Source: an optimization exercise on an open RTL-to-GDS flow (aim: small area, a short achievable clock period and few clock cycles). Production flows keep margins and buffers that such runs may drop.
RTL that was checked went through simulation tests only; none was proved equivalent to the original.
Function not checked in run 1: the RTL went through the layout flow alone.
Power and IR drop assume default switching activity.

==> design.v <==
`timescale 1ns / 1ps
module ALU# (parameter WIDTH = 32)(input[WIDTH-1:0] a,
    input[WIDTH-1:0] b,
    output[WIDTH-1:0] Z,
    input[4:0] ALU_func
    );
wire [31:0] add_res, sub_res, and_res, or_res, xor_res, comp_res, shift_left_res,
            shift_right_log_res, shift_right_arith_res, add_4, sub_4;
wire slt_res,sgt_res,seq_res;
wire [31:0] nor_res;
wire [15:0] lui_res;
wire add_carry,add_4c;
wire [3:0] ALU;
wire [7:0] hamm_res;
assign ALU = ALU_func;
Adder_32 ADDER(add_res,add_carry,a,b,1'b0);
EightBitSubtractor SUB(a,b,sub_res);
AND_32 AND_inst(a,b,and_res);
OR_32 OR_inst(a,b,or_res);
XOR_32 XOR_inst(a,b,xor_res);
complementer COMP(comp_res,a);
left_shift_32bit sl(shift_left_res,a,{4'b0,b[0]});
logical_right_shift_32bit srl(shift_right_log_res,a,{4'b0,b[0]});
arithmetic_right_shift_32bit sra(shift_right_arith_res,a,{4'b0,b[0]});
Adder_32 ADDER_4(add_4,add_4c,a,32'd4,1'b0);
EightBitSubtractor Sub_4(a,32'd4,sub_4);
complementer COMP_nor(nor_res,or_res);
comparator_32 COMPARE(a,b,sgt_res,seq_res,slt_res);
HAMM_32bit h(hamm_res,a);
assign lui_res=a[31:16];
assign Z = (ALU_func == 5'b00000) ? add_res :                
       (ALU_func == 5'b00001) ? sub_res :                    
       (ALU_func == 5'b00010) ? and_res :                    
       (ALU_func == 5'b00011) ? or_res  :                    
       (ALU_func == 5'b00100) ? xor_res :                    
       (ALU_func == 5'b00101) ? nor_res :                    
       (ALU_func == 5'b00110) ? comp_res :                   
       (ALU_func == 5'b00111) ? shift_left_res  :            
       (ALU_func == 5'b01000) ? shift_right_log_res :        
       (ALU_func == 5'b01001) ? shift_right_arith_res :      
       (ALU_func == 5'b01010) ? add_4 :                      
       (ALU_func == 5'b01011) ? sub_4 :                      
       (ALU_func == 5'b01100) ? {31'b0,slt_res} :            
       (ALU_func == 5'b01101) ? {31'b0,sgt_res} :            
       (ALU_func == 5'b01110) ? {24'b0,hamm_res} :            
       (ALU_func == 5'b10001) ? {a} : 
       {ALU_func == 5'b10010} ? (b) :
       {ALU_func == 5'b10011} ? {16'b0,lui_res}    :
       {32'b0};
endmodule
`timescale 1ns / 1ps
module ALU_function(func,instr,AB_comp);
    output reg [4:0] func;
    input [31:0] instr;
    input [2:0] AB_comp;
    always @* begin 
        if(instr[31:27]==5'b00000) begin 
            if(instr[4:0]==5'b10000) begin 
                if(AB_comp[0]==1'b1)func=5'b10001;
                else func=5'b10010;
            end 
            else func=instr[4:0];
        end
        else begin 
            if(instr[31:27]<=5'b01010)func=instr[31:27]-1;
            else if(instr[31:27]<=5'b01100)func=instr[31:27]+1;
            else if(instr[31:27]==5'b01101)func=5'b10011;
            else if(instr[31:27]<=5'b10011)func=5'b00000;
            else if(instr[31:27]==5'b10100)func=5'b10001;
            else func=5'b01110;
        end
    end
endmodule
`timescale 1ns / 1ps
module AND # (parameter WIDTH = 8)(s,x,y);
    input[WIDTH-1:0] x,y;
    output [WIDTH-1:0] s;
    and(s[0],x[0],y[0]);
    and(s[1],x[1],y[1]);
    and(s[2],x[2],y[2]);
    and(s[3],x[3],y[3]);
    and(s[4],x[4],y[4]);
    and(s[5],x[5],y[5]);
    and(s[6],x[6],y[6]);
    and(s[7],x[7],y[7]);
endmodule
`timescale 1ns / 1ps
module AND_32 # (parameter WIDTH = 32) (input[WIDTH-1:0] x, 
    input[WIDTH-1:0] y,
    output[WIDTH-1:0] s
    );
    AND part1(s[7:0],x[7:0],y[7:0]);
    AND part2(s[15:8],x[15:8],y[15:8]);
    AND part3(s[23:16],x[23:16],y[23:16]);
    AND part4(s[31:24],x[31:24],y[31:24]);
endmodule
`timescale 1ns / 1ps
module Adder_32(s, cy32, x, y, cy_in);
    input [31:0] x, y;
    input cy_in;
    output [31:0] s;
    output cy32;
    wire cy_out;
    SixteenAdder lower_adder(s[15:0], cy_out, x[15:0], y[15:0], cy_in);
    SixteenAdder upper_adder(s[31:16], cy32, x[31:16], y[31:16], cy_out);
endmodule
`timescale 1ns / 1ps
module EightBitAdder(s, cy8, x, y, cy_in);
    input [7:0] x, y;
    input cy_in;
    output [7:0] s;
    output cy8;
    wire cy_out;
    FourBitAdder lower_adder(s[3:0], cy_out, x[3:0], y[3:0], cy_in);
    FourBitAdder upper_adder(s[7:4], cy8, x[7:4], y[7:4], cy_out);
endmodule
`timescale 1ns / 1ps
module EightBitSubtractor # (parameter WIDTH = 32) (
    input [WIDTH-1:0] x,   
    input [WIDTH-1:0] y,   
    output [WIDTH-1:0] s  
);
    wire [WIDTH-1:0] y_complement;  
    wire carry_out;  
    assign y_complement = ~y;
  wire tmp0;
  wire tmp1;
  assign tmp0=0;
  wire [WIDTH-1:0] partial;
    Adder_32 adder (
        .x(x),
        .y(y_complement),
      .cy_in(tmp0),  
      .s(partial),
        .cy32(carry_out)
    );
  wire [WIDTH-1:0] inp;
  assign inp=32'b1;
  Adder_32 adder1(s,carry_out,partial,inp,tmp0);
endmodule
`timescale 1ns / 1ps
module FourBitAdder(s, cy4, x, y, cy_in);
    input [3:0] x, y;
    input cy_in;
    output [3:0] s;
    output cy4;
    wire [2:0] cy_out;
    full_adder B0 (s[0],cy_out[0],x[0],y[0],cy_in);
    full_adder B1 (s[1],cy_out[1],x[1],y[1],cy_out[0]);
    full_adder B2 (s[2],cy_out[2],x[2],y[2],cy_out[1]);
    full_adder B3 (s[3],cy4,x[3],y[3],cy_out[2]);
endmodule
`timescale 1ns / 1ps
module HAMM(input[7:0] a,
    output [3:0] res
    );
    wire[3:0] s1,s2;
    assign s1[2]=0;
    assign s1[3]=0;
    assign s2[2]=0;
    assign s2[3]=0;
    full_adder FA1(s1[0],s1[1],a[7],a[6],a[5]);
    full_adder FA2(s2[0],s2[1],a[4],a[3],a[2]);
    wire[3:0] s3;
    wire cy;
    FourBitAdder F1(s3,cy,s1,s2,a[1]);
    wire[3:0] s4 = 4'b0;
    wire cy1;
    FourBitAdder F2(res,cy1,s3,s4,a[0]);
endmodule
`timescale 1ns / 1ps
module HAMM_32bit(res,in);
    input [31:0] in;
    output [7:0] res;
    wire [3:0] temp_res[3:0];
    HAMM h1(in[31:24],temp_res[0]);
    HAMM h2(in[23:16],temp_res[1]);
    HAMM h3(in[15:8],temp_res[2]);
    HAMM h4(in[7:0],temp_res[3]);
    wire cy[2:0];
    wire [7:0]partial_sum[1:0];
    EightBitAdder E0(partial_sum[0], cy[0], {4'b0,temp_res[0]}, {4'b0,temp_res[1]}, 1'b0);
    EightBitAdder E1(partial_sum[1], cy[1], {4'b0,temp_res[2]}, {4'b0,temp_res[3]}, 1'b0);
    EightBitAdder E(res,cy[2],partial_sum[0],partial_sum[1],1'b0);
endmodule
`timescale 1ns / 1ps
module IN_REG(input clk,
    input load_ir,
    input [31:0] inp_ins,
    output reg [31:0] out_ins
    );
    always @(posedge clk)
    begin
        if(load_ir) out_ins <= inp_ins;
        else out_ins <= out_ins;
    end
endmodule
`timescale 1ns / 1ps
module LMD(input clk,
    input lmd,
    input [31:0] d_in,
    output reg [31:0] d_out
    );
    always @(posedge clk)
    begin
        if(lmd) d_out <= d_in;
        else d_out <= d_out; 
    end
endmodule
`timescale 1ns / 1ps
module MUX(
    input [3:0] a,
    input [3:0] b,
    output [3:0] out,
    input sel
    );
    assign out = (sel == 1) ? a : b;
endmodule
`timescale 1ns / 1ps
module MUX1(
    input [31:0] a,
    input [31:0] b,
    output [31:0] out,
    input sel
    );
    assign out = (sel == 1) ? a : b;
endmodule
`timescale 1ns / 1ps
module MUX_2_to_1(out,sel,a);
    output out;
    input sel;
    input [1:0] a;
    wire t0,t1,tn;
    and A1(t1,a[1],sel);
    not N(tn,sel);
    and A0(t0,a[0],tn);
    or R(out,t0,t1);
endmodule
`timescale 1ns / 1ps
module MUX_4_to_1(out,sel,a);
    output out;
  	input [1:0] sel;
    input [3:0] a;
    wire [1:0] t;
    MUX_2_to_1 M0(t[0],sel[0],a[1:0]);
    MUX_2_to_1 M1(t[1],sel[0],a[3:2]);
    MUX_2_to_1 M(out,sel[1],t);
endmodule
`timescale 1ns / 1ps
module OR # (parameter WIDTH = 8)(s,x,y);
    input[WIDTH-1:0] x,y;
    output [WIDTH-1:0] s;
    or(s[0],x[0],y[0]);
    or(s[1],x[1],y[1]);
    or(s[2],x[2],y[2]);
    or(s[3],x[3],y[3]);
    or(s[4],x[4],y[4]);
    or(s[5],x[5],y[5]);
    or(s[6],x[6],y[6]);
    or(s[7],x[7],y[7]);
endmodule
`timescale 1ns / 1ps
module OR_32 #(parameter WIDTH = 32) (input[WIDTH-1:0] x, 
    input[WIDTH-1:0] y,
    output[WIDTH-1:0] s
    );
    OR part1(s[7:0],x[7:0],y[7:0]);
    OR part2(s[15:8],x[15:8],y[15:8]);
    OR part3(s[23:16],x[23:16],y[23:16]);
    OR part4(s[31:24],x[31:24],y[31:24]);
endmodule
`timescale 1ns / 1ps
module PC(input clk,
    input LoadPC,
    input [31:0] npc,
    input resetPC,
    output reg [31:0] pc
    );
    always @(posedge clk) 
    begin 
        if(resetPC) pc <= 32'b0;
        else if(LoadPC) pc <= npc;
    end 
endmodule
`timescale 1ns / 1ps
module RB(out1,out2,rs,rt,rd,in1,clk,read,enable,write,reset_all,out);
    input [3:0] rs;
    input [3:0] rt;
    input [3:0] rd;
    input clk;
    input [31:0] in1;
    input read,enable,write,reset_all;
    output reg [31:0] out1;
    output reg [31:0] out2;
    output [15:0] out;
    reg [31:0] R[15:0];
    assign out = {R[4][7:0],R[3][7:0]};
    always @(negedge clk) begin
      if(read && enable) 
      begin
            out1<=R[rs];
            out2<=R[rt];
       end        
    end
    always @(posedge clk) begin
    if(reset_all) begin
        R[0] <= 32'b0;
        R[1] <= 32'b0;
        R[2] <= 32'b0;
        R[3] <= 32'b0;
        R[4] <= 32'b0;
        R[5] <= 32'b0;
        R[6] <= 32'b0;
        R[7] <= 32'b0;
        R[8] <= 32'b0;
        R[9] <= 32'b0;
        R[14] <= 32'b0;
      end
    else if(write && enable) begin
            R[rd]<=in1;
        end
    end 
endmodule
`timescale 1ns / 1ps
module SixteenAdder(s, cy16, x, y, cy_in);
    input [15:0] x, y;
    input cy_in;
    output [15:0] s;
    output cy16;
    wire cy_out;
    EightBitAdder lower_adder(s[7:0], cy_out, x[7:0], y[7:0], cy_in);
    EightBitAdder upper_adder(s[15:8], cy16, x[15:8], y[15:8], cy_out);
endmodule
`timescale 1ns / 1ps
module XOR # (parameter WIDTH = 8)(s,x,y);
    input[WIDTH-1:0] x,y;
    output [WIDTH-1:0] s;
    xor(s[0],x[0],y[0]);
    xor(s[1],x[1],y[1]);
    xor(s[2],x[2],y[2]);
    xor(s[3],x[3],y[3]);
    xor(s[4],x[4],y[4]);
    xor(s[5],x[5],y[5]);
    xor(s[6],x[6],y[6]);
    xor(s[7],x[7],y[7]);
endmodule
`timescale 1ns / 1ps
module XOR_32#(parameter WIDTH = 32) (input[WIDTH-1:0] x, 
    input[WIDTH-1:0] y,
    output[WIDTH-1:0] s
    );
    XOR part1(s[7:0],x[7:0],y[7:0]);
    XOR part2(s[15:8],x[15:8],y[15:8]);
    XOR part3(s[23:16],x[23:16],y[23:16]);
    XOR part4(s[31:24],x[31:24],y[31:24]);
endmodule
`timescale 1ns / 1ps
module arithmetic_right_shift_32bit(out,a,b);
    input [31:0] a;
    input [4:0] b;
    output [31:0] out;
    assign out = $signed(a) >>> b;
endmodule
`timescale 1ns / 1ps
module comparator_32 (
    input [31:0] A,
    input [31:0] B,
    output reg A_gt_B,
    output reg A_eq_B,
    output reg A_lt_B
);
    always @* begin 
        if(A[31]!=B[31]) begin 
            A_eq_B=0;
            A_lt_B=A[31];
            A_gt_B=B[31];
        end
        else if(A[31]==1) begin 
            A_eq_B=(A==B);
            A_lt_B=(A>B);
            A_gt_B=(A<B);
        end
        else begin
            A_eq_B=(A==B);
            A_lt_B=(A<B);
            A_gt_B=(A>B);
        end
    end
endmodule
`timescale 1ns / 1ps
module complementer # (parameter WIDTH = 32)(output[WIDTH-1:0] y,
    input[WIDTH-1:0] x
    );
    assign y = ~x;
endmodule
`timescale 1ns / 1ps
module control_path(LoadIR,LoadPC,ResetPC,EN1,EN,R,W,Src1,Src2,func,SelComp,SelSignal,SelPC,EN2,WEA2,LoadLMD,WriteData,WritePort,isBranch,instr,AB_comp,reset_all,HALT_button,clk,halted);
    output reg LoadPC,ResetPC,EN1,LoadIR,EN,R,W,Src1,Src2;
    output [4:0] func;
    output reg SelComp;
    output reg [1:0] SelSignal;
    output reg SelPC, EN2,WEA2,LoadLMD;
    output reg WriteData,WritePort,isBranch;input [2:0] AB_comp; 
    input [31:0]instr;
    input reset_all,HALT_button,clk;
    output halted;
    wire run;
    wire [3:0] time_step, index;
    wire final_reset; 
    reg reset_SD; 
    step_decoder SD(time_step,final_reset,run,clk);
    instruction_decoder ID(index,instr);
    ALU_function F(func,instr,AB_comp);
    assign run=(((time_step==4'd3)&&(index==4'd10)&&(HALT_button==1'b0))?1'b0:1'b1);
    assign final_reset=(reset_all||reset_SD);
    assign halted=(time_step==4'd3)&&(index==4'd10);
    always @* begin
        LoadPC=1'b0;ResetPC=reset_all;EN1=1'b0;LoadIR=1'b0;EN=1'b0;R=1'b0;W=1'b0;Src1=1'b0;Src2=1'b0;SelComp=1'b0;EN2=1'b0;WEA2=1'b0;LoadLMD=1'b0;WritePort=1'b0;WriteData=1'b0;isBranch=1'b0;SelSignal=2'b00;SelPC=1'b0;reset_SD=1'b1;
        if(time_step<=4'd2)begin 
            LoadPC=1'b0;ResetPC=reset_all;EN1=1'b1;LoadIR=1'b1;
            EN=1'b0;R=1'b0;W=1'b0;Src1=1'b0;
            Src2=1'b0;SelComp=1'b0;EN2=1'b0;WEA2=1'b0;
            LoadLMD=1'b0;WritePort=1'b0;WriteData=1'b0;
            isBranch=1'b0;SelSignal=2'b00;SelPC=1'b0;
            reset_SD=1'b0;
        end
        else begin
            if(index==4'd1) begin 
                if(time_step==4'd3) begin 
                    LoadPC=1'b1;ResetPC=reset_all;EN1=1'b0;
                    LoadIR=1'b0;EN=1'b1;R=1'b0;W=1'b1;Src1=1'b1;Src2=1'b1;
                    SelComp=1'b0;EN2=1'b0;WEA2=1'b0;LoadLMD=1'b0;
                    WritePort=1'b0;WriteData=1'b0;isBranch=1'b1;SelSignal=2'b00;
                    SelPC=1'b1;reset_SD=1'b1; 
                end
                else begin
                    LoadPC=1'b0;ResetPC=reset_all;EN1=1'b0;LoadIR=1'b0;EN=1'b0;R=1'b0;W=1'b0;Src1=1'b0;Src2=1'b0;SelComp=1'b0;EN2=1'b0;WEA2=1'b0;LoadLMD=1'b0;WritePort=1'b0;WriteData=1'b0;isBranch=1'b0;SelSignal=2'b00;SelPC=1'b0;reset_SD=1'b1; 
                end
            end
            else if(index==4'd2) begin
                if(time_step==4'd3) begin 
                    LoadPC=1'b1;ResetPC=reset_all;EN1=1'b0;
                    LoadIR=1'b0;EN=1'b1;R=1'b1;
                    W=1'b1;Src1=1'b1;Src2=1'b1;SelComp=1'b0;EN2=1'b0;
                    WEA2=1'b0;LoadLMD=1'b0;WritePort=1'b0;
                    WriteData=1'b0;isBranch=1'b1;SelSignal=2'b01;
                    SelPC=1'b0;reset_SD=1'b1; 
                end
                else begin
                    LoadPC=1'b0;ResetPC=reset_all;EN1=1'b0;LoadIR=1'b0;EN=1'b0;R=1'b0;W=1'b0;Src1=1'b0;Src2=1'b0;SelComp=1'b0;EN2=1'b0;WEA2=1'b0;LoadLMD=1'b0;WritePort=1'b0;WriteData=1'b0;isBranch=1'b0;SelSignal=2'b00;SelPC=1'b0;reset_SD=1'b1; 
                end
            end
            else if(index==4'd3) begin
                if(time_step==4'd3) begin 
                    LoadPC=1'b1;ResetPC=reset_all;EN1=1'b0;LoadIR=1'b0;                    
                    EN=1'b1;R=1'b1;W=1'b1;Src1=1'b1;
                    Src2=1'b1;SelComp=1'b0;EN2=1'b0;WEA2=1'b0;LoadLMD=1'b0;WritePort=1'b0;
                    WriteData=1'b0;isBranch=1'b1;SelSignal=2'b11;
                    SelPC=1'b0;reset_SD=1'b1; 
                end
                else begin
                    LoadPC=1'b0;ResetPC=reset_all;EN1=1'b0;LoadIR=1'b0;EN=1'b0;R=1'b0;W=1'b0;Src1=1'b0;Src2=1'b0;SelComp=1'b0;EN2=1'b0;WEA2=1'b0;LoadLMD=1'b0;WritePort=1'b0;WriteData=1'b0;isBranch=1'b0;SelSignal=2'b00;SelPC=1'b0;reset_SD=1'b1; 
                end
            end
            else if(index==4'd4) begin
                if(time_step==4'd3) begin 
                    LoadPC=1'b1;ResetPC=reset_all;EN1=1'b0;LoadIR=1'b0;                    
                    EN=1'b1;R=1'b1;W=1'b1;Src1=1'b1;
                    Src2=1'b1;SelComp=1'b0;EN2=1'b0;
                    WEA2=1'b0;LoadLMD=1'b0;WritePort=1'b0;
                    WriteData=1'b0;isBranch=1'b1;
                    SelSignal=2'b10;SelPC=1'b0;
                    reset_SD=1'b1; 
                end
                else begin
                    LoadPC=1'b0;ResetPC=reset_all;EN1=1'b0;LoadIR=1'b0;EN=1'b0;R=1'b0;W=1'b0;Src1=1'b0;Src2=1'b0;SelComp=1'b0;EN2=1'b0;WEA2=1'b0;LoadLMD=1'b0;WritePort=1'b0;WriteData=1'b0;isBranch=1'b0;SelSignal=2'b00;SelPC=1'b0;reset_SD=1'b1; 
                end
            end
            else if(index==4'd5) begin
                if(time_step<=4'd5) begin 
                    LoadPC=1'b0;ResetPC=reset_all;EN1=1'b0;
                    LoadIR=1'b0;EN=1'b1;R=1'b1;W=1'b0;Src1=1'b0;
                    Src2=1'b1;SelComp=1'b0;EN2=1'b1;WEA2=1'b0;
                    LoadLMD=1'b1;WritePort=1'b0;WriteData=1'b0;isBranch=1'b1;
                    SelSignal=2'b10;SelPC=1'b0;reset_SD=1'b0; 
                end
                else if(time_step==4'd6) begin 
                    LoadPC=1'b1;ResetPC=reset_all;EN1=1'b0;
                    LoadIR=1'b0;EN=1'b1;R=1'b0;W=1'b1;Src1=1'b0;
                    Src2=1'b1;SelComp=1'b0;EN2=1'b0;
                    WEA2=1'b0;LoadLMD=1'b0;WritePort=1'b1;
                    WriteData=1'b1;isBranch=1'b0;SelSignal=2'b00;
                    SelPC=1'b0;reset_SD=1'b1; 
                end
                else begin
                    LoadPC=1'b0;ResetPC=reset_all;EN1=1'b0;LoadIR=1'b0;EN=1'b0;R=1'b0;W=1'b0;Src1=1'b0;Src2=1'b0;SelComp=1'b0;EN2=1'b0;WEA2=1'b0;LoadLMD=1'b0;WritePort=1'b0;WriteData=1'b0;isBranch=1'b0;SelSignal=2'b00;SelPC=1'b0;reset_SD=1'b1; 
                end
            end
            if(index==4'd6) begin 
                if(time_step==4'd3) begin 
                    LoadPC=1'b1;ResetPC=reset_all;EN1=1'b0;LoadIR=1'b0;
                    EN=1'b1;R=1'b1;W=1'b0;
                    Src1=1'b0;Src2=1'b1;SelComp=1'b0;EN2=1'b1;
                    WEA2=1'b1;LoadLMD=1'b0;WritePort=1'b0;
                    WriteData=1'b0;isBranch=1'b0;SelSignal=2'b00;
                    SelPC=1'b0;reset_SD=1'b0; 
                end
                else if(time_step==4'd4) begin 
                    LoadPC=1'b0;ResetPC=reset_all;EN1=1'b0;
                    LoadIR=1'b0;EN=1'b1;R=1'b1;W=1'b0;
                    Src1=1'b0;Src2=1'b1;SelComp=1'b0;EN2=1'b1;
                    WEA2=1'b1;LoadLMD=1'b0;WritePort=1'b0;
                    WriteData=1'b0;isBranch=1'b0;SelSignal=2'b00;
                    SelPC=1'b0;reset_SD=1'b1; 
                end
                else begin
                    LoadPC=1'b0;ResetPC=reset_all;EN1=1'b0;LoadIR=1'b0;EN=1'b0;R=1'b0;W=1'b0;Src1=1'b0;Src2=1'b0;SelComp=1'b0;EN2=1'b0;WEA2=1'b0;LoadLMD=1'b0;WritePort=1'b0;WriteData=1'b0;isBranch=1'b0;SelSignal=2'b00;SelPC=1'b0;reset_SD=1'b1; 
                end
            end
            if(index==4'd7) begin 
                if(time_step==4'd3) begin 
                    LoadPC=1'b1;ResetPC=reset_all;EN1=1'b0;
                    LoadIR=1'b0;EN=1'b1;R=1'b1;W=1'b1;
                    Src1=1'b0;Src2=1'b0;SelComp=1'b1;EN2=1'b0;WEA2=1'b0;
                    LoadLMD=1'b0;WritePort=1'b0;
                    WriteData=1'b0;isBranch=1'b0;SelSignal=2'b00;
                    SelPC=1'b0;reset_SD=1'b1; 
                end
                else begin
                    LoadPC=1'b0;ResetPC=reset_all;EN1=1'b0;LoadIR=1'b0;EN=1'b0;R=1'b0;W=1'b0;Src1=1'b0;Src2=1'b0;SelComp=1'b0;EN2=1'b0;WEA2=1'b0;LoadLMD=1'b0;WritePort=1'b0;WriteData=1'b0;isBranch=1'b0;SelSignal=2'b00;SelPC=1'b0;reset_SD=1'b1; 
                end
            end
            if(index==4'd8) begin 
                if(time_step==4'd3) begin 
                    LoadPC=1'b1;ResetPC=reset_all;EN1=1'b0;LoadIR=1'b0;
                    EN=1'b1;R=1'b1;W=1'b1;Src1=1'b0;
                    Src2=1'b0;SelComp=1'b1;EN2=1'b0;WEA2=1'b0;
                    LoadLMD=1'b0; WritePort=1'b0;WriteData=1'b0;isBranch=1'b0;
                    SelSignal=2'b00;SelPC=1'b0;reset_SD=1'b1; 
                end
                else begin
                    LoadPC=1'b0;ResetPC=reset_all;EN1=1'b0;LoadIR=1'b0;EN=1'b0;R=1'b0;W=1'b0;Src1=1'b0;Src2=1'b0;SelComp=1'b0;EN2=1'b0;WEA2=1'b0;LoadLMD=1'b0;WritePort=1'b0;WriteData=1'b0;isBranch=1'b0;SelSignal=2'b00;SelPC=1'b0;reset_SD=1'b1; 
                end
            end
            if(index==4'd9) begin 
                if(time_step==4'd3) begin 
                    LoadPC=1'b1;ResetPC=reset_all;EN1=1'b0;
                    LoadIR=1'b0;EN=1'b1;R=1'b1;
                    W=1'b1;Src1=1'b0;Src2=1'b1;SelComp=1'b1;
                    EN2=1'b0;WEA2=1'b0;LoadLMD=1'b0;WritePort=1'b1;
                    WriteData=1'b0;isBranch=1'b0;
                    SelSignal=2'b00;SelPC=1'b0;reset_SD=1'b1; 
                end
                else begin
                    LoadPC=1'b0;ResetPC=reset_all;EN1=1'b0;LoadIR=1'b0;EN=1'b0;R=1'b0;W=1'b0;Src1=1'b0;Src2=1'b0;SelComp=1'b0;EN2=1'b0;WEA2=1'b0;LoadLMD=1'b0;WritePort=1'b0;WriteData=1'b0;isBranch=1'b0;SelSignal=2'b00;SelPC=1'b0;reset_SD=1'b1; 
                end
            end
            if(index==4'd10) begin 
                if(HALT_button) begin reset_SD=1'b1;LoadPC=1'b1;ResetPC=reset_all;EN1=1'b0;LoadIR=1'b0;EN=1'b0;R=1'b0;W=1'b0;Src1=1'b0;Src2=1'b0;SelComp=1'b0;EN2=1'b0;WEA2=1'b0;LoadLMD=1'b0;WritePort=1'b0;WriteData=1'b0;isBranch=1'b0;SelSignal=2'b00;SelPC=1'b0; end
                else begin reset_SD=1'b0;LoadPC=1'b0;ResetPC=reset_all;EN1=1'b0;LoadIR=1'b0;EN=1'b0;R=1'b0;W=1'b0;Src1=1'b0;Src2=1'b0;SelComp=1'b0;EN2=1'b0;WEA2=1'b0;LoadLMD=1'b0;WritePort=1'b0;WriteData=1'b0;isBranch=1'b0;SelSignal=2'b00;SelPC=1'b0; end
            end
            if(index==4'd11) begin 
                if(time_step==4'd3) begin 
                    LoadPC=1'b0;ResetPC=reset_all;EN1=1'b0;LoadIR=1'b0;
                    EN=1'b0;R=1'b0;W=1'b0;Src1=1'b0;
                    Src2=1'b0;SelComp=1'b0;EN2=1'b0;
                    WEA2=1'b0;LoadLMD=1'b0;WritePort=1'b0;WriteData=1'b0;
                    isBranch=1'b0;SelSignal=2'b00;SelPC=1'b0;reset_SD=1'b1; 
                end
                else begin
                    LoadPC=1'b0;ResetPC=reset_all;EN1=1'b0;LoadIR=1'b0;EN=1'b0;R=1'b0;W=1'b0;Src1=1'b0;Src2=1'b0;SelComp=1'b0;EN2=1'b0;WEA2=1'b0;LoadLMD=1'b0;WritePort=1'b0;WriteData=1'b0;isBranch=1'b0;SelSignal=2'b00;SelPC=1'b0;reset_SD=1'b1; 
                end
            end
            if(index==4'd12) begin 
                if(time_step==4'd3) begin 
                    LoadPC=1'b1;ResetPC=reset_all;EN1=1'b0;
                    LoadIR=1'b0;EN=1'b1;R=1'b1;W=1'b0;
                    Src1=1'b0;Src2=1'b0;SelComp=1'b0;EN2=1'b0;
                    WEA2=1'b0;LoadLMD=1'b0;WritePort=1'b0;
                    WriteData=1'b0;isBranch=1'b0;SelSignal=2'b00;SelPC=1'b1;
                    reset_SD=1'b1; 
                end
                else begin
                    LoadPC=1'b0;ResetPC=reset_all;EN1=1'b0;LoadIR=1'b0;EN=1'b0;R=1'b0;W=1'b0;Src1=1'b0;Src2=1'b0;SelComp=1'b0;EN2=1'b0;WEA2=1'b0;LoadLMD=1'b0;WritePort=1'b0;WriteData=1'b0;isBranch=1'b0;SelSignal=2'b00;SelPC=1'b0;reset_SD=1'b1; 
                end
            end
        end
    end
endmodule
`timescale 1ns / 1ps
module data_path(
    input clk,en,read,write,
    input writeport,writedata,src1,src2,
    input ld_lmd,en_data_mem,wri_data_mem,
    input en_ins_mem,
    input [4:0] alu_func,
    input selcomp,
    input [1:0] selsig,
    input selPC,ld_pc,resetPC,reset_all, load_ir,
    input isbranch,
    output [31:0] out_ins,
    output [2:0] comp_res,
    output [15:0] out,
    output imem_en,
    output [10:0] imem_addr,
    input  [31:0] imem_rdata,
    output dmem_en,
    output dmem_we,
    output [10:0] dmem_addr,
    output [31:0] dmem_wdata,
    input  [31:0] dmem_rdata
    );
    wire [31:0] a,b;
    wire [3:0] rs,rt,rd;
    wire [3:0] m1_out;
    wire [31:0] m4_out,m2_out,m3_out,m7_out;
    wire [31:0] npc;
    wire [31:0] Z;
    wire [18:0] imm;
    wire [31:0] se_out, d_out, mux4_in, comp_in1, blue_out;
    wire [3:0]  yell_out;
    wire [31:0] instruction, pc;
    wire cout;    
    assign rs = instruction[26:23];
    assign rt = instruction[22:19];
    assign rd = instruction[18:15];
    assign imm = instruction[18:0];
    Adder_32 A1(npc,cout,pc,32'd1,1'b0);
    MUX M1(rt,rd,m1_out,writeport);
    MUX YELL_MUX(4'd15,m1_out,yell_out,isbranch);
    MUX1 M2(npc,a,m2_out,src1);
    RB rb(a,b,rs,rt,yell_out,blue_out,clk,read,en,write,reset_all,out);
    sign_ext SE(imm,se_out);
    ALU alu(m2_out,m3_out,Z,alu_func);
    MUX1 M3(se_out,b,m3_out,src2); 
    assign dmem_en = en_data_mem;
    assign dmem_we = wri_data_mem;
    assign dmem_addr = Z[10:0];
    assign dmem_wdata = b;
    assign d_out = dmem_rdata;
    LMD lmd(clk,ld_lmd,d_out,mux4_in);
    MUX1 M4(mux4_in,Z,m4_out,writedata);
    MUX1 BLUE_MUX(npc,m4_out,blue_out,isbranch);
    MUX1 M5(b,32'b0,comp_in1,selcomp);
    comparator_32 COMP(a,comp_in1,comp_res[2],comp_res[1],comp_res[0]);
    wire [3:0] temp = {comp_res[2],comp_res[1],comp_res[0],selPC};
    MUX_4_to_1 M6(m7_sel,selsig,temp);                
    MUX1 M7(Z,npc,m7_out,m7_sel);
    PC pc1(clk,ld_pc,m7_out,resetPC,pc);
    assign imem_en = en_ins_mem;
    assign imem_addr = pc[10:0];
    assign instruction = imem_rdata;
    IN_REG in_reg(clk,load_ir,instruction,out_ins); 
endmodule
`timescale 1ns / 1ps
module full_adder(S, Cy, A, B, C);
  input A, B, C;
  output S, Cy;
  wire S1, C1, C2;
  half_adder HA1 (S1, C1, A, B);
  half_adder HA2 (S, C2, S1, C);
  or g3 (Cy, C1, C2);
endmodule
`timescale 1ns / 1ps
module half_adder(S,Cy,A,B);
	input A,B;
	output S,Cy;
	xor g1 (S, A, B);
	and g2 (Cy, A, B); 
endmodule
`timescale 1ns / 1ps
module instruction_decoder(index,instr);
    output reg [3:0] index;
    input [31:0] instr;
    always @* begin 
        if(instr[31:27]==5'b00000) begin 
            if(instr[4:0]==5'b10000)index=4'd7;
            else index=4'd8;
        end
        else begin 
            if((instr[31:27]<=5'b01101)|| (instr[31:27]==5'b10101))index=4'd9;
            else if(instr[31:27]==5'b10110)index=4'd10;
            else if(instr[31:27]==5'b10111)index=4'd11;
            else if(instr[31:27]==5'b10100)index=4'd12;
            else if(instr[31:27]>=5'b10000)index=instr[31:27]-15;
            else if(instr[31:27]==5'b01110)index=4'd5;
            else index=4'd6;
        end
    end
endmodule
`timescale 1ns / 1ps
module left_shift_32bit(out,a,b);
    input [31:0] a;
    input [4:0] b;
    output [31:0] out;
    assign out = a << b;
endmodule
`timescale 1ns / 1ps
module logical_right_shift_32bit(out,a,b);
    input [31:0] a;
    input [4:0] b;
    output [31:0] out;
    assign out = a >> b;
endmodule
`timescale 1ns / 1ps
module sign_ext(input [18:0] imm,
    output [31:0] out
    );
    assign out = {{13{imm[18]}},imm};
endmodule
`timescale 1ns / 1ps
module step_decoder(out,reset,run,clk);
input reset,clk,run;
output reg [3:0]out;
always @(posedge clk) begin
   if(reset)out<=4'd0;
   else if(run) out<=out+1;
   else out<=out;
end
endmodule
`timescale 1ns / 1ps
module mips32_core(
    input clk,
    input reset_all,
    input HALT,
    output [15:0] out,
    output halted,
    output imem_en,
    output [10:0] imem_addr,
    input  [31:0] imem_rdata,
    output dmem_en,
    output dmem_we,
    output [10:0] dmem_addr,
    output [31:0] dmem_wdata,
    input  [31:0] dmem_rdata
    );
    reg [31:0] R [0:15];
    reg [31:0] pc;       
    reg        irv;      
    reg        mv;       
    reg [10:0] fa;       
    reg        fen;      
    reg        hlt;      
    reg        l1v;      
    reg [3:0]  l1r;      
    reg        l2v;      
    reg [3:0]  l2r;      
    reg        den, dwe;
    reg        rq;       
    reg [10:0] dad;
    reg [31:0] dwd;
    assign out = {R[4][7:0], R[3][7:0]};
    assign halted = hlt;
    assign imem_en = fen;
    assign imem_addr = fa;
    assign dmem_en = den;
    assign dmem_we = dwe;
    assign dmem_addr = dad;
    assign dmem_wdata = dwd;
    reg [4:0]  op;
    reg [18:0] imm19;
    reg [15:0] rso, rto;
    reg [3:0]  xa;
    wire c_r   = q_r;
    wire c_ld  = (op == 5'd14);
    wire c_st  = (op == 5'd15);
    wire c_br  = q_br;
    wire c_ret = (op == 5'd20);
    wire c_hlt = (op == 5'd22);
    wire c_bal = (op == 5'd16);
    wire c_bmi = (op == 5'd17);
    wire c_bpl = (op == 5'd18);
    wire c_bz  = (op == 5'd19);
    function [4:0] fnof(input [4:0] o, input [4:0] f);
        case (o)
            5'd0:  fnof = f;
            5'd1:  fnof = 5'd0;
            5'd2:  fnof = 5'd1;
            5'd3:  fnof = 5'd2;
            5'd4:  fnof = 5'd3;
            5'd5:  fnof = 5'd4;
            5'd6:  fnof = 5'd5;
            5'd7:  fnof = 5'd6;
            5'd8:  fnof = 5'd7;
            5'd9:  fnof = 5'd8;
            5'd10: fnof = 5'd9;
            5'd11: fnof = 5'd12;
            5'd12: fnof = 5'd13;
            5'd13: fnof = 5'd19;
            5'd21: fnof = 5'd14;
            default: fnof = 5'd31;
        endcase
    endfunction
    wire [4:0] fn = fnof(op, imm19[4:0]);
    wire [4:0] nfn = fnof(imem_rdata[31:27], imem_rdata[4:0]);
    reg q_r, q_br, q_inv, q_four;
    wire c_wr = c_wr0;
    reg c_inv, c_four, c_sum, c_shl, c_shr, c_sra, c_lt, c_gt, c_ham, c_lui, c_cmov;
    reg [3:0] c_tt;      
    always @* begin
        c_inv = 1'b0; c_four = 1'b0; c_sum = 1'b0; c_shl = 1'b0; c_shr = 1'b0; c_sra = 1'b0;
        c_lt = 1'b0; c_gt = 1'b0; c_ham = 1'b0; c_lui = 1'b0; c_cmov = 1'b0; c_tt = 4'b0000;
        case (fn)
            5'd0:  c_sum = 1'b1;
            5'd1:  begin c_sum = 1'b1; c_inv = 1'b1; end
            5'd2:  c_tt = 4'b1000;
            5'd3:  c_tt = 4'b1110;
            5'd4:  c_tt = 4'b0110;
            5'd5:  c_tt = 4'b0001;
            5'd6:  c_tt = 4'b0011;
            5'd7:  c_shl = 1'b1;
            5'd8:  c_shr = 1'b1;
            5'd9:  begin c_shr = 1'b1; c_sra = 1'b1; end
            5'd10: begin c_sum = 1'b1; c_four = 1'b1; end
            5'd11: begin c_sum = 1'b1; c_four = 1'b1; c_inv = 1'b1; end
            5'd12: begin c_lt = 1'b1; c_inv = 1'b1; end
            5'd13: begin c_gt = 1'b1; c_inv = 1'b1; end
            5'd14: c_ham = 1'b1;
            5'd16: begin c_cmov = 1'b1; c_inv = 1'b1; end
            5'd17: c_tt = 4'b1100;
            5'd18: c_tt = 4'b1010;
            5'd19: c_lui = 1'b1;
            default: ;
        endcase
    end
    wire c_wr0 = c_br | c_r | (fn != 5'd31);
    wire busy = (l2v && c_wr0) || hlt;
    wire hz   = (l1v && (rso[l1r] || ((c_r || c_st) && rto[l1r]) || c_hlt)) ||
                (l2v && (rso[l2r] || ((c_r || c_st) && rto[l2r])));
    wire ex   = irv && !busy && !hz;
    reg  [31:0] A, B;
    integer q;
    always @* begin
        A = 32'd0; B = 32'd0;
        for (q = 0; q < 16; q = q + 1) begin
            A = A | (R[q] & {32{rso[q]}});
            B = B | (R[q] & {32{rto[q]}});
        end
    end
    wire [31:0] imm = {{13{imm19[18]}}, imm19};
    wire [31:0] B2  = c_r ? B : imm;
    wire [31:0] ax = c_br ? pc : A;
    wire [31:0] bx = q_four ? 32'd4 : B2;
    wire [32:0] sum = {1'b0, ax} + {1'b0, q_inv ? ~bx : bx} + {32'd0, q_inv | c_br};
    wire cout = sum[32];
    function [2:0] ucmp(input [31:0] a, input [31:0] b);
        reg [31:0] g, l, e;
        reg [31:0] g2, l2, e2;
        integer i, n;
        begin
            g = a & ~b; l = ~a & b; e = ~(a ^ b);
            for (n = 16; n >= 1; n = n / 2) begin
                g2 = 32'd0; l2 = 32'd0; e2 = 32'd0;
                for (i = 0; i < n; i = i + 1) begin
                    g2[i] = g[2*i+1] | (e[2*i+1] & g[2*i]);
                    l2[i] = l[2*i+1] | (e[2*i+1] & l[2*i]);
                    e2[i] = e[2*i+1] & e[2*i];
                end
                g = g2; l = l2; e = e2;
            end
            ucmp = {g[0], l[0], e[0]};
        end
    endfunction
    wire [2:0] uc = ucmp(A, B2);
    wire ugt = uc[2];                
    wire ult = uc[1];                
    wire sd  = A[31] ^ B2[31];
    wire lt  = sd ? A[31]  : (A[31] ? ugt : ult);
    wire gt  = sd ? B2[31] : (A[31] ? ult : ugt);
    function [2:0] pc4(input [3:0] x);
        case (x)
            4'h0: pc4 = 3'd0; 4'h1, 4'h2, 4'h4, 4'h8: pc4 = 3'd1;
            4'h7, 4'hb, 4'hd, 4'he: pc4 = 3'd3; 4'hf: pc4 = 3'd4;
            default: pc4 = 3'd2;
        endcase
    endfunction
    wire [3:0] h3 [0:3];
    wire [4:0] h4 [0:1];
    genvar gh;
    generate
        for (gh = 0; gh < 4; gh = gh + 1) begin : hl3
            assign h3[gh] = {1'b0, pc4(A[8*gh+3:8*gh])} + {1'b0, pc4(A[8*gh+7:8*gh+4])};
        end
        for (gh = 0; gh < 2; gh = gh + 1) begin : hl4
            assign h4[gh] = {1'b0, h3[2*gh]} + {1'b0, h3[2*gh+1]};
        end
    endgenerate
    wire [5:0] ham = {1'b0, h4[0]} + {1'b0, h4[1]};
    wire sh   = B2[0];
    wire s_a  = (c_shl | c_shr) & ~sh;
    wire s_sl = c_shl & sh;
    wire s_sr = c_shr & sh;
    wire msb  = c_sra & A[31];
    reg [31:0] res;
    integer j;
    always @* begin
        for (j = 0; j < 32; j = j + 1)
            res[j] = (A[j] ? (B2[j] ? c_tt[3] : c_tt[2]) : (B2[j] ? c_tt[1] : c_tt[0])) |
                     (c_sum & sum[j]) | (s_a & A[j]) |
                     (c_cmov & (lt ? A[j] : B2[j])) |
                     (s_sl & ((j == 0) ? 1'b0 : A[(j + 31) % 32])) |
                     (s_sr & ((j == 31) ? msb : A[(j + 1) % 32])) |
                     (c_lui & ((j < 16) ? A[(j + 16) % 32] : 1'b0)) |
                     (c_ham & ((j < 6) ? ham[j % 6] : 1'b0)) |
                     ((j == 0) & ((c_lt & lt) | (c_gt & gt)));
    end
    wire [31:0] pc1 = pc + 32'd1;
    wire az = (A == 32'd0);
    wire taken = c_bal | (c_bmi & A[31]) | (c_bpl & ~A[31] & ~az) | (c_bz & az);
    wire redirect = ex && (taken || c_ret);
    wire [31:0] target = c_ret ? A : sum[31:0];
    wire        xw  = ex && c_wr;
    wire        wen = l2v || xw;
    wire [3:0]  wa  = l2v ? l2r : xa;
    wire s_ld  = l2v & ~rq;
    wire s_br  = ~l2v & c_br & ~rq;
    wire s_alu = ~l2v & ~c_br & ~rq;
    wire [31:0] wd  = ({32{s_ld}} & dmem_rdata) | ({32{s_br}} & pc1) | ({32{s_alu}} & res);
    wire jump = ex && (taken || c_ret);
    wire pj = jump & ~rq;
    wire px = ex & ~jump & ~rq;
    wire fr = redirect & ~rq;
    wire fl = ~redirect & lost & ~rq;
    wire fi = ~redirect & ~lost & fen & ~rq;
    wire adv  = !irv || ex;           
    wire lost = fen && mv && !adv;    
    wire hlt_n = hlt ? !HALT : (ex && c_hlt);
    wire l2v_n = l1v && !(xw && (xa == l1r));    
    wire mv_n  = !redirect && !lost && (fen || (mv && !adv));
    wire irv_n = !redirect && (adv ? mv : irv);
    wire [4:0] nop_ = imem_rdata[31:27];
    wire nwr = adv ? ((nop_ <= 5'd13) || (nop_[4:2] == 3'b100) || (nop_ == 5'd21)) : c_wr0;
    wire busy_n = (l2v_n && nwr) || hlt_n;
    always @(posedge clk) begin
        if (rq || jump || ex)
            pc <= ({32{pj}} & target) | ({32{px}} & pc1);
        if (rq || redirect || lost || fen)
            fa <= ({11{fr}} & target[10:0]) | ({11{fl}} & (fa - 11'd1)) | ({11{fi}} & (fa + 11'd1));
        rq <= reset_all;
        if (reset_all || rq) begin
            irv <= 1'b0; mv <= 1'b0; fen <= 1'b1;
            hlt <= 1'b0; l1v <= 1'b0; l2v <= 1'b0; den <= 1'b0;
        end else begin
            mv <= mv_n;
            irv <= irv_n;
            fen <= !(busy_n && irv_n && mv_n);
            hlt <= hlt_n;
            l1v <= ex && c_ld;
            l2v <= l2v_n;
            den <= ex && (c_ld || c_st);
        end
        if (adv) begin
            op <= imem_rdata[31:27];
            q_r <= (imem_rdata[31:27] == 5'd0);
            q_br <= (imem_rdata[31:29] == 3'b100);
            q_inv <= (nfn == 5'd1) || (nfn == 5'd11);
            q_four <= (nfn == 5'd10) || (nfn == 5'd11);
            imm19 <= imem_rdata[18:0];
            rso <= 16'd1 << imem_rdata[26:23];
            rto <= 16'd1 << imem_rdata[22:19];
            xa <= (imem_rdata[31:27] == 5'd0) ? imem_rdata[18:15] : ((imem_rdata[31:29] == 3'b100) ? 4'd15 : imem_rdata[22:19]);
        end
        l1r <= xa;
        l2r <= l1r;
        dwe <= c_st;
        dad <= sum[10:0];
        dwd <= B;
    end
    genvar g;
    generate for (g = 0; g < 16; g = g + 1) begin : rf
        if (g <= 9 || g == 14) begin : z
            always @(posedge clk)
                if (rq || (wen && wa == g)) R[g] <= wd;
        end else begin : n
            always @(posedge clk)
                if (wen && wa == g) R[g] <= wd;
        end
    end endgenerate
endmodule
==> flow/run.sh <==
#!/bin/bash
# The standard layout, with two changes after synthesis (which runs
# unchanged): the port buffers are buf_2 cells rather than the default
# delay-buffer cells, and the resizer may not use the clkdlybuf4s* /
# dlymetal6s* delay cells when it buffers nets.
set -o pipefail
bash standard.sh synth > synth.log 2>&1 || exit 1
export BUFFER_PORTS_ARGS="-buffer_cell sky130_fd_sc_hd__buf_2"
export DONT_USE_CELLS="sky130_fd_sc_hd__clkdlybuf4s15_1 sky130_fd_sc_hd__clkdlybuf4s15_2 sky130_fd_sc_hd__clkdlybuf4s18_1 sky130_fd_sc_hd__clkdlybuf4s18_2 sky130_fd_sc_hd__clkdlybuf4s25_1 sky130_fd_sc_hd__clkdlybuf4s25_2 sky130_fd_sc_hd__clkdlybuf4s50_1 sky130_fd_sc_hd__clkdlybuf4s50_2 sky130_fd_sc_hd__dlymetal6s2s_1 sky130_fd_sc_hd__dlymetal6s4s_1 sky130_fd_sc_hd__dlymetal6s6s_1"
bash standard.sh finish > layout.log 2>&1
==> standard.sh <==
#!/bin/bash
# synth_recipe.tcl (not shown) runs the flow's synth.tcl, then flattens the netlist and writes it again
# the make line also repeats each setting of config.mk as NAME=value (left out here)
make -C /OpenROAD-flow-scripts/flow DESIGN_CONFIG=/design/flow/config.mk WORK_HOME=/design/flow/orfs CLKGATE_MAP_FILE= SYNTH_SCRIPT=/design/flow/synth_recipe.tcl "${@:-finish}"
==> config.mk <==
export PLATFORM = sky130hd
export DESIGN_NAME = mips32_core
export DESIGN_NICKNAME = mips32_core
export VERILOG_FILES = /design/flow/design.v
export SDC_FILE = /design/flow/constraint.sdc
export NUM_CORES = 4
export LEC_CHECK = 0
export CAP_MARGIN = 20
export CORE_MARGIN = 2
export CORE_UTILIZATION = 70
export SLEW_MARGIN = 70
==> constraint.sdc <==
create_clock -name core_clock -period 34.0 [get_ports {clk}]
set_input_delay 6.8000 -clock core_clock [delete_from_list [all_inputs] [get_ports {clk}]]
set_output_delay 6.8000 -clock core_clock [all_outputs]
set_load 0.01 [all_outputs]
==> results.py, run 1 <==
metrics = {
    "min_path": {
        "min_path_type": "register to register",
        "min_delay_path_depth": 0,
    },
    "logic_synthesis": {
        "synthArstFlopShare_pct": 0,
        "syn-cell-area_um2": 37900,
        "synth_area_leaders": "edfxtp_1, a22oi_1, ha_1, dfxtp_1, a221oi_1",
        "ys_seq_area_share_pct": 52.2,
        "ys_warn_count": 2,
        "synth_top_cell_by_area": "edfxtp_1",
        "yosysTopAreaCellShare_pct": 49.1,
        "ys_ff_latch": 679,
        "syn_avg_cell_area_um2": 11.1,
        "synth_cells": 3415,
        "syn_nets": 3634,
        "synth-edff-count": 619,
        "yosysUniqueCellTypes": 87,
        "synth_flop_cell": "edfxtp_1",
    },
    "placed_design": {
        "pre_cts_ws_ns": 25.64,
        "gp_congestion": 1.02,
        "port_buffers": 140,
        "placedCellCount": 4140,
        "hpwlAfterDp_um": 90800,
    },
    "detailed_routing": {
        "drt-pass1-iter-count": 11,
        "routedLengthMet1_um": 47200,
        "post_drt_wl_per_cell_um": 35.8,
        "routed.top_layer": "met5",
        "viasPerCell": 8.11,
        "drc_errors": 0,
        "drt_iter0_markers": 7574,
        "ant_nets": 1,
        "drt_wl_total_um": 154000,
        "met2_length_um": 63200,
        "vias": 34800,
        "met3_wirelength_um": 29000,
    },
    "sta": {
        "worst_slew_pin_slew_ns": 0.587,
        "finalSetupViolCount": 0,
        "drv_slew": 0,
        "post-route-period-util_pct": 24.2,
        "max_freq_mhz": 122,
        "slew_headroom_pct": 60.9,
        "rsz0062_at_grt": "false",
        "finalSetupTns_ns": 0,
        "period_needed_ns": 8.23,
        "fin_ws_ns": 25.77,
        "clock_skew_ns": 0.0355,
        "hold_viol": 0,
    },
    "critical_path": {
        "crit_chain": "buf_2",
        "start_kind": "register",
        "required_ns": 27.20,
        "crit_arrival_ns": 1.43,
        "timing.critical_path.slowest_cell_delay_ns": 0.59,
        "cp_num_buf_inv": 1,
        "cp_slowest_cell": "edfxtp_1",
        "worst-path-max-fanout": 3,
        "crit_family": "flip-flops",
        "crit_type": "register to output port",
        "critical_path_depth": 1,
        "rrSetupSlack_ns": 27.14,
        "crit_path_end_kind": "output port",
        "ff2ff_path_depth": 21,
    },
    "clock_network": {
        "cts_max_level": 3,
        "clock_path_buffers": 3,
        "postCtsHoldBufs": 0,
        "numCtsBuffers": 70,
        "clk_pin_slew_ns": 0.07,
        "postCtsSetupRepairBufs": 0,
        "cts.sinks": 679,
        "cts.repair.resized": 0,
        "clockRootBuffer": "clkbuf_16",
        "tritoncts": "done",
        "clock_latency_ns": 0.65,
    },
    "power": {
        "power_density_nw_per_um2": 69.9,
        "leakage_nw": 16.5,
        "ir_worst_vdd_mv": 0.0755,
    },
    "cells_and_area": {
        "final.fill_count": 3085,
        "finalNonFillerCells": 4286,
        "area_delta_synth_final_pct": 13.3,
        "post-route-util_pct": 79.9,
        "final_nets": 3743,
        "drive_gt1_share_pct": 16.3,
    },
    "die": {
        "fp-row-count": 85,
        "die_area_um2": 56000,
        "start_util_pct": 70.5,
        "fp.dieW_um": 237,
        "core_area_um2": 53700,
        "die_h_um": 237,
        "ios": 141,
    },
    "global_route": {
        "antenna_found_initial": 5,
        "gr-usage-all-layers_pct": 53.4,
        "first_global_vias": 33800,
        "overflow": 0,
        "grt_pass1_wl_um": 218000,
        "grt_max_degree": 61,
    },
    "status": {
        "status": "failed layout checks",
        "check.faults": "antenna violations",
    },
    "job": {
        "drv_cap": 0,
    },
}
-- final cells by class --
type / count / area (µm²) / share of cell area [%]
timing repair buffer: 299 / 2300 / 5.36
clock buffer: 82 / 1820 / 4.23
inverter: 185 / 697 / 1.62
multi-input combinational: 2289 / 17000 / 39.5
tap: 696 / 871 / 2.03
clock inverter: 45 / 452 / 1.05
sequential: 679 / 19800 / 46.1
antenna: 11 / 27.5 / 0.0641
-- synthesized netlist by cell type, drive strengths merged (25+ instances only) --
| cell | n |
|---|---|
| inv | 182 |
| dfxtp | 60 |
| mux2i | 76 |
| nand2 | 177 |
| o21ai | 134 |
| o22ai | 42 |
| buf | 120 |
| xor2 | 49 |
| edfxtp | 619 |
| or3 | 25 |
| xnor2 | 64 |
| ha | 133 |
| nor3 | 69 |
| a22o | 113 |
| a31oi | 35 |
| nand3 | 94 |
| a22oi | 310 |
| nor2 | 228 |
| a221oi | 122 |
| and3 | 34 |
| a21oi | 134 |
| clkbuf | 142 |
| nand4 | 65 |
| a21o | 66 |
-- metrics by stage --
step / hold WS [ns] / total power, mW / area (µm²)
floorplan: 0.329 / 1.74 / 37900
CTS: 0.407 / 2.92 / 42600
finish: 0.409 / 3.00 / 42900
global placement: 0.391 / 2.09 / 39200
global route: 0.416 / 3.09 / 42900
detailed placement: 0.403 / 2.15 / 40300
-- power breakdown --
group          switching (mW)  internal [mW]  leakage (nW)  total, mW
Combinational           0.728          0.392          8.64       1.12
Clock                   0.358          0.428          1.08      0.785
Sequential             0.0647           1.03          6.79       1.10
-- state kept, by name (all words and copies together), names as in the netlist, 4 cells and up --
register,cells
pc,32
R,512
rto,16
l1r,4
imm19,19
dwd,32
rso,16
xa,4
op,5
l2r,4
fa,11
dad,11
-- per-layer routing --
layer	vias to the layer above	GRT usage [%]
met5	-	0.952
met4	2	39.2
met3	1197	21.8
met2	3967	76.1
met1	16100	65.5
li1	13500	-
-- path summary, 6_finish.rpt --
check	from	to
worst min register to register	l1r[0]$_DFF_P_	l2r[0]$_DFF_P_
worst min-delay path	l1r[0]$_DFF_P_	l2r[0]$_DFF_P_
worst max-delay path	R[3][1]$_DFFE_PP_	out[1]
worst max register to register	rso[7]$_SDFFCE_PP0P_	R[13][3]$_DFFE_PP_
-- cells by family after synthesis --
kind of cell | share of synthesized area, %
AO/OA/AOI/OAI | 21.5
AND/OR/NAND/NOR | 10.6
flip-flops | 52.2
buffers and inverters | 5.05
adder cells (fa/ha/maj) | 5.40
XOR/XNOR | 2.61
multiplexers | 2.67
-- cell usage in the layout, fill, tap and decap left out, types with 19 or more instances in the layout --
cell         n
o21ai_0    101
buf_8       45
buf_2      157
mux2i_1     75
nor3_1      54
a22o_1     111
dfxtp_1     57
a21oi_1    126
ha_1       133
nor2_1     211
a221oi_1   122
o22ai_1     40
edfxtp_1   619
xor2_1      49
nand2_1    174
xnor2_1     60
nand4_1     64
clkbuf_16   70
buf_4       71
a22oi_1    310
or3_1       23
o21ai_1     21
and3_1      33
nand3_1     89
fa_1        19
a31oi_1     32
a21o_1      53
nand2b_1    19
inv_1      181
==> run 2, diff against run 1 <==
--- a/design.v
+++ b/design.v
@@ -761,6 +761,7 @@
     reg [18:0] imm19;
     reg [15:0] rso, rto;
     reg [3:0]  xa;
+    reg        q_r, q_br, q_inv, q_four;     
     wire c_r   = q_r;
     wire c_ld  = (op == 5'd14);
     wire c_st  = (op == 5'd15);
@@ -793,8 +794,7 @@
     endfunction
     wire [4:0] fn = fnof(op, imm19[4:0]);
     wire [4:0] nfn = fnof(imem_rdata[31:27], imem_rdata[4:0]);
-    reg q_r, q_br, q_inv, q_four;
-    wire c_wr = c_wr0;
+    wire c_wr = c_br | c_r | (fn != 5'd31);
     reg c_inv, c_four, c_sum, c_shl, c_shr, c_sra, c_lt, c_gt, c_ham, c_lui, c_cmov;
     reg [3:0] c_tt;      
     always @* begin
@@ -823,8 +823,7 @@
             default: ;
         endcase
     end
-    wire c_wr0 = c_br | c_r | (fn != 5'd31);
-    wire busy = (l2v && c_wr0) || hlt;
+    wire busy = (l2v && c_wr) || hlt;
     wire hz   = (l1v && (rso[l1r] || ((c_r || c_st) && rto[l1r]) || c_hlt)) ||
                 (l2v && (rso[l2r] || ((c_r || c_st) && rto[l2r])));
     wire ex   = irv && !busy && !hz;
@@ -916,20 +915,20 @@
     wire s_br  = ~l2v & c_br & ~rq;
     wire s_alu = ~l2v & ~c_br & ~rq;
     wire [31:0] wd  = ({32{s_ld}} & dmem_rdata) | ({32{s_br}} & pc1) | ({32{s_alu}} & res);
+    wire adv  = !irv || ex;           
+    wire lost = fen && mv && !adv;    
     wire jump = ex && (taken || c_ret);
     wire pj = jump & ~rq;
     wire px = ex & ~jump & ~rq;
     wire fr = redirect & ~rq;
     wire fl = ~redirect & lost & ~rq;
     wire fi = ~redirect & ~lost & fen & ~rq;
-    wire adv  = !irv || ex;           
-    wire lost = fen && mv && !adv;    
     wire hlt_n = hlt ? !HALT : (ex && c_hlt);
     wire l2v_n = l1v && !(xw && (xa == l1r));    
     wire mv_n  = !redirect && !lost && (fen || (mv && !adv));
     wire irv_n = !redirect && (adv ? mv : irv);
     wire [4:0] nop_ = imem_rdata[31:27];
-    wire nwr = adv ? ((nop_ <= 5'd13) || (nop_[4:2] == 3'b100) || (nop_ == 5'd21)) : c_wr0;
+    wire nwr = adv ? ((nop_ <= 5'd13) || (nop_[4:2] == 3'b100) || (nop_ == 5'd21)) : c_wr;
     wire busy_n = (l2v_n && nwr) || hlt_n;
     always @(posedge clk) begin
         if (rq || jump || ex)
--- a/config.mk
+++ b/config.mk
@@ -7,5 +7,5 @@
 export LEC_CHECK = 0
 export CAP_MARGIN = 20
 export CORE_MARGIN = 2
-export CORE_UTILIZATION = 70
+export CORE_UTILIZATION = 65
 export SLEW_MARGIN = 70
==> run 2 against run 1 <==
Effect of this change: the run now finishes clean; area after synthesis unchanged; core utilization decreased by 5.5 points; sequential power about the same; highest routed layer unchanged; synthesized cell count stayed put; clock skew down 0.0086 ns; sequential share of layout area is essentially flat; die area rose by 7.6%; critical endpoint is now out[6]; first-iteration DRC count down 12%; cell area is essentially flat.
==> results.py, run 2 <==
metrics = {
    "power": {
        "clkPwrFrac_pct": 26.0,
        "ir_worst_vdd_mv": 0.0805,
        "leakage_nw": 16.5,
        "swShare_pct": 37.9,
        "internal-power_mw": 1.86,
        "power_density_nw_per_um2": 69.6,
        "seq_power_share_pct": 36.6,
        "p_sw_mw": 1.13,
        "pwr-share-comb_pct": 37.4,
    },
    "cells_and_area": {
        "final.fill_count": 3704,
        "top_regs": "R x512, dwd x32, pc x32",
        "layout_common_cells": "edfxtp_1, a22oi_1, nor2_1",
        "mostFrequentLayoutCell": "edfxtp_1",
        "largest_register": "R",
        "largest_reg_flops": 512,
        "final_nets": 3742,
        "multi_input_area_um2": 17000,
        "drive_gt1_share_pct": 16.1,
        "seqCellArea_um2": 19800,
        "area_delta_synth_final_pct": 13.4,
    },
    "sta": {
        "finalSetupTns_ns": 0,
        "fin_ws_ns": 25.83,
        "rsz0062_at_grt": "false",
        "drv_slew": 0,
        "period_needed_ns": 8.17,
        "max_freq_mhz": 122,
        "clock_skew_ns": 0.0269,
        "post-route-period-util_pct": 24.0,
        "worst_slew_pin_slew_ns": 0.510,
        "hold_viol": 0,
        "slew_headroom_pct": 65.8,
        "finalSetupViolCount": 0,
    },
    "die": {
        "core_area_um2": 57700,
        "start_util_pct": 65.7,
        "ios": 141,
        "fp-row-count": 88,
        "fp.dieW_um": 245,
        "die_h_um": 245,
        "die_area_um2": 60200,
    },
    "logic_synthesis": {
        "ys_top_cells_by_count": "edfxtp_1, a22oi_1, nor2_1",
        "syn_nets": 3634,
        "syn-cell-area_um2": 37900,
        "ys_seq_area_share_pct": 52.2,
        "synth_top_cell_by_area": "edfxtp_1",
        "synth_area_leaders": "edfxtp_1, a22oi_1, ha_1, dfxtp_1, a221oi_1",
        "yosysTopAreaCellShare_pct": 49.1,
        "ys_ff_latch": 679,
        "yosysUniqueCellTypes": 87,
        "synth-edff-count": 619,
        "synth_most_common_cell": "edfxtp_1",
        "synthArstFlopShare_pct": 0,
        "syn_avg_cell_area_um2": 11.1,
        "ys_warn_count": 2,
        "synth_flop_cell": "edfxtp_1",
        "synth_cells": 3415,
    },
    "detailed_routing": {
        "drt_wl_total_um": 157000,
        "post_drt_wl_per_cell_um": 36.1,
        "drc_errors": 0,
        "ant_nets": 0,
        "viasPerCell": 7.93,
        "drt_iter0_markers": 6635,
        "vias": 34400,
        "drt-pass1-iter-count": 13,
    },
    "min_path": {
        "min_path_type": "register to register",
    },
    "placed_design": {
        "gp_congestion": 1.01,
        "port_buffers": 140,
        "hpwlAfterDp_um": 96100,
        "pre_cts_ws_ns": 25.61,
    },
    "critical_path": {
        "cp_slowest_cell": "edfxtp_1",
        "crit_path_end_kind": "output port",
        "start_kind": "register",
        "rrSetupSlack_ns": 27.15,
        "crit_arrival_ns": 1.37,
        "crit_family": "flip-flops",
        "required_ns": 27.20,
        "crit_type": "register to output port",
        "timing.critical_path.slowest_cell_delay_ns": 0.53,
        "crit_chain": "buf_2",
        "worst-path-max-fanout": 3,
        "cp_num_buf_inv": 1,
    },
    "global_route": {
        "grt.met3_usage_pct": 19.7,
        "grt_max_degree": 44,
        "grtUsageMet1_pct": 63.5,
        "overflow": 0,
        "gr-usage-all-layers_pct": 51.3,
        "grt_pass1_wl_um": 223000,
        "antenna_found_initial": 6,
        "grt_busiest_layer": "met2",
        "met2_usage_pct": 73.8,
        "first_global_vias": 33400,
    },
    "clock_network": {
        "postCtsHoldBufs": 0,
        "postCtsSetupRepairBufs": 0,
        "cts_max_level": 3,
        "tritoncts": "done",
        "cts.repair.resized": 0,
        "cts.sinks": 679,
        "clk_pin_slew_ns": 0.06,
        "clock_latency_ns": 0.63,
        "clock_path_buffers": 3,
        "clockRootBuffer": "clkbuf_16",
        "numCtsBuffers": 68,
    },
    "status": {
        "status": "no timing/DRC/antenna violations",
    },
    "job": {
        "drv_cap": 0,
    },
}
==> run 2: cell count changes in the layout (fill, tap and decap cells not counted), sizes merged <==
| cell | delta |
|---|---|
| buf | +1 |
| inv | +1 |
| clkdlybuf4s18 | +1 |
| bufinv | +1 |
| clkinvlp | -9 |
| diode | -8 |
| clkdlybuf4s50 | -2 |
| clkbuf | +6 |
==> run 2: worst reg2reg max path, stage by stage (launching register included) <==
cell	delay (ns)
edfxtp_1	0.41
buf_8	0.27
a22oi_1	0.31
nand2_1	0.10
or3_2	0.73
clkinv_2	0.29
xnor2_1	0.20
o21ai_0	0.12
nor2_1	0.22
fa_1	0.52
fa_1	0.57
fa_1	0.40
inv_1	0.09
fa_1	0.42
ha_1	0.24
fa_1	0.50
inv_1	0.07
o22ai_1	0.08
a2111o_1	0.36
a21oi_1	0.22
o211ai_1	0.19
buf_4	0.26
==> run 2: cells by family (layout without fill, tap and decap cells) <==
group | Yosys count | count (layout) | share of synthesized area (%)
buffers and inverters | 447 | 610 | 5.05
adders and majority gates | 152 | 152 | 5.40
AOI/OAI and AO/OA | 1118 | 1118 | 21.5
DFF | 679 | 679 | 52.2
muxes | 94 | 94 | 2.67
other | 0 | 3 | 0
and+or+nand+nor | 812 | 812 | 10.6
xor gates and xnor gates | 113 | 113 | 2.61
==> run 2: final timing paths <==
kind / startpoint / depth (start not counted) / endpoint
setup / recovery: R[3][6]$_DFFE_PP_ / 1 / out[6]
hold / removal: l1r[0]$_DFF_P_ / 0 / l2r[0]$_DFF_P_
setup reg to reg: rso[13]$_SDFFCE_PN0P_ / 21 / R[5][3]$_DFFE_PP_
hold reg to reg: l1r[0]$_DFF_P_ / 0 / l2r[0]$_DFF_P_
==> run 2: cell type report <==
cell class	count	share of cell area [%]
Tap cell	765	2.23
Multi-Input combinational cell	2289	39.6
Sequential cell	679	46.1
Clock inverter	38	1.02
Timing Repair Buffer	300	5.17
Clock buffer	87	4.25
Antenna cell	3	0.0175
Inverter	185	1.62
==> run 2: power groups by stage <==
stage,combinational [mW],sequential (mW),clock [mW]
3_5_place_dp,1.05,1.11,0
6_report,1.12,1.09,0.778
5_1_grt,1.18,1.10,0.800
2_1_floorplan,0.648,1.10,0
3_3_place_gp,0.977,1.10,0
4_1_cts,1.06,1.09,0.770
==> run 2: per-layer routing <==
metal	up-vias	share of wire (%)
met1	16100	32
met3	1080	18
met5	-	0.029
met2	3790	42
met4	6	8.9
li1	13500	-
==> run 2: through the flow <==
stage	hold WS, ns	utilization (%)	instances	total power, mW	instance area (µm²)
detailed placement	0.391	70.2	4213	2.16	40500
global placement	0.391	68.0	4164	2.08	39200
global route	0.432	74.5	4344	3.08	43000
CTS	0.409	74.1	4338	2.92	42800
finish	0.411	74.5	4346	2.99	43000
floorplan	0.329	-	3415	1.74	37900
Testbench counts of run 2, summed over its fixed seeds: cycles 56,485.
==> run 3, diff against run 2 <==
--- a/config.mk
+++ b/config.mk
@@ -8,4 +8,6 @@
 export CAP_MARGIN = 20
 export CORE_MARGIN = 2
 export CORE_UTILIZATION = 65
+export CTS_CLUSTER_DIAMETER = 50
+export CTS_CLUSTER_SIZE = 25
 export SLEW_MARGIN = 70
==> run 3 against run 2 <==
Effect of this change: worst hold slack better by 0.010 ns; non-clock buffer count up 1; maximum frequency down 0.56%; register-to-register slack about the same; still clean; routed wire length shrank 0.70%; highest routed layer unchanged; cell area decreased by 0.20%; combinational power is essentially flat; area after synthesis did not move; first-iteration DRC count fell by 1.2%; largest cell class unchanged; clock skew is 0.073 ns higher; critical endpoint unchanged.
==> results.py, run 3 <==
metrics = {
    "status": {
        "status": "no timing/DRC/antenna violations",
    },
    "logic_synthesis": {
        "syn_avg_cell_area_um2": 11.1,
        "yosysTopAreaCellShare_pct": 49.1,
        "synth_area_leaders": "edfxtp_1, a22oi_1, ha_1, dfxtp_1, a221oi_1",
        "synth_cells": 3415,
        "ys_ff_latch": 679,
        "ys_seq_area_share_pct": 52.2,
        "synth-edff-count": 619,
        "syn_nets": 3634,
        "ys_warn_count": 2,
        "synth_top_cell_by_area": "edfxtp_1",
    },
    "clock_network": {
        "clockRootBuffer": "clkbuf_16",
        "cts.sinks": 679,
        "tritoncts": "done",
        "clk_pin_slew_ns": 0.09,
        "clock_path_buffers": 3,
    },
    "die": {
        "die_h_um": 245,
        "fp-row-count": 88,
        "core_area_um2": 57700,
    },
    "global_route": {
        "overflow": 0,
        "first_global_vias": 33300,
        "gr-usage-all-layers_pct": 50.8,
        "grtUsageMet1_pct": 63.0,
    },
    "detailed_routing": {
        "vias": 34200,
        "drt_iter0_markers": 6557,
        "viasPerCell": 7.91,
    },
    "critical_path": {
        "timing.critical_path.slowest_cell_delay_ns": 0.53,
        "crit_end": "out[6]",
        "reg2reg_to": "R[0][3]$_DFFE_PP_",
        "critPathLaunch": "R[3][6]$_DFFE_PP_",
        "cp_num_buf_inv": 1,
        "crit_type": "register to output port",
    },
    "sta": {
        "drv_slew": 0,
        "max_freq_mhz": 122,
        "clock_skew_ns": 0.100,
        "finalSetupTns_ns": 0,
    },
    "cells_and_area": {
        "finalInstanceArea_um2": 42900,
        "drive_gt1_share_pct": 16.2,
        "final_nets": 3732,
        "final.fill_count": 3741,
        "largest_register": "R",
    },
    "power": {
        "swShare_pct": 39.1,
        "p_sw_mw": 1.15,
        "internal-power_mw": 1.80,
        "seq_power_share_pct": 37.0,
        "pwr-share-comb_pct": 37.7,
    },
    "placed_design": {
        "gp_congestion": 1.01,
        "hpwlAfterDp_um": 96100,
    },
    "min_path": {
        "min_path_type": "register to register",
    },
}
[run 3: how the worst min path moves through the flow]
stage          cells past startpoint            from             end
5_1_grt                            0  l1r[0]$_DFF_P_  l2r[0]$_DFF_P_
2_1_floorplan                      0  l1r[1]$_DFF_P_  l2r[1]$_DFF_P_
4_1_cts                            0  l1r[0]$_DFF_P_  l2r[0]$_DFF_P_
3_3_place_gp                       0  l1r[0]$_DFF_P_  l2r[0]$_DFF_P_
6_report                           0  l1r[0]$_DFF_P_  l2r[0]$_DFF_P_
3_5_place_dp                       0  l1r[0]$_DFF_P_  l2r[0]$_DFF_P_
[run 3: logic make-up (layout without fill, tap and decap cells)]
group / after synthesis / count (layout) / synth area share (%)
mux: 94 / 94 / 2.67
other cells: 0 / 1 / 0
buf+inv: 447 / 594 / 5.05
simple gates: 812 / 812 / 10.6
xor+xnor: 113 / 113 / 2.61
compound gates: 1118 / 1118 / 21.5
flops: 679 / 679 / 52.2
fa+ha+maj: 152 / 152 / 5.40
[run 3: cell type report]
class / instances / share of cell area [%]
Tap cell: 765 / 2.23
Timing Repair Buffer: 301 / 5.19
Antenna cell: 1 / 0.00584
Inverter: 185 / 1.63
Clock buffer: 62 / 3.37
Sequential cell: 679 / 46.2
Clock inverter: 46 / 1.70
Multi-Input combinational cell: 2289 / 39.7
[run 3: layer usage]
layer / vias to the layer above / share of wire, %
li1: 13500 / -
met1: 16000 / 32
met2: 3725 / 42
met3: 1010 / 18
met4: 6 / 8.2
met5: - / 0.045
[run 3: through the flow]
step / worst slack (ns) / instances / util [%] / power [mW]
2_1_floorplan: 25.64 / 3415 / - / 1.74
3_3_place_gp: 25.37 / 4164 / 68.0 / 2.08
3_5_place_dp: 25.61 / 4213 / 70.2 / 2.16
4_1_cts: 25.78 / 4321 / 74.0 / 2.89
5_1_grt: 25.78 / 4328 / 74.3 / 3.05
6_report: 25.78 / 4328 / 74.3 / 2.95
[run 3: power groups by stage]
stage                     combinational, mW  clock, mW  sequential, mW
final                                  1.11      0.745            1.09
after global routing                   1.18      0.767            1.10
after CTS                              1.06      0.739            1.09
after detailed placement               1.05          0            1.11
after global placement                0.977          0            1.10
after floorplan                       0.648          0            1.10

Setup slack of run 3, layout unchanged: 25.782 ns with ideal ports, 25.716 ns with driving cells assumed (clock clkbuf_16, inputs buf_2), 25.543 ns with port delays also shifted by the 0.709 ns mid clock arrival.
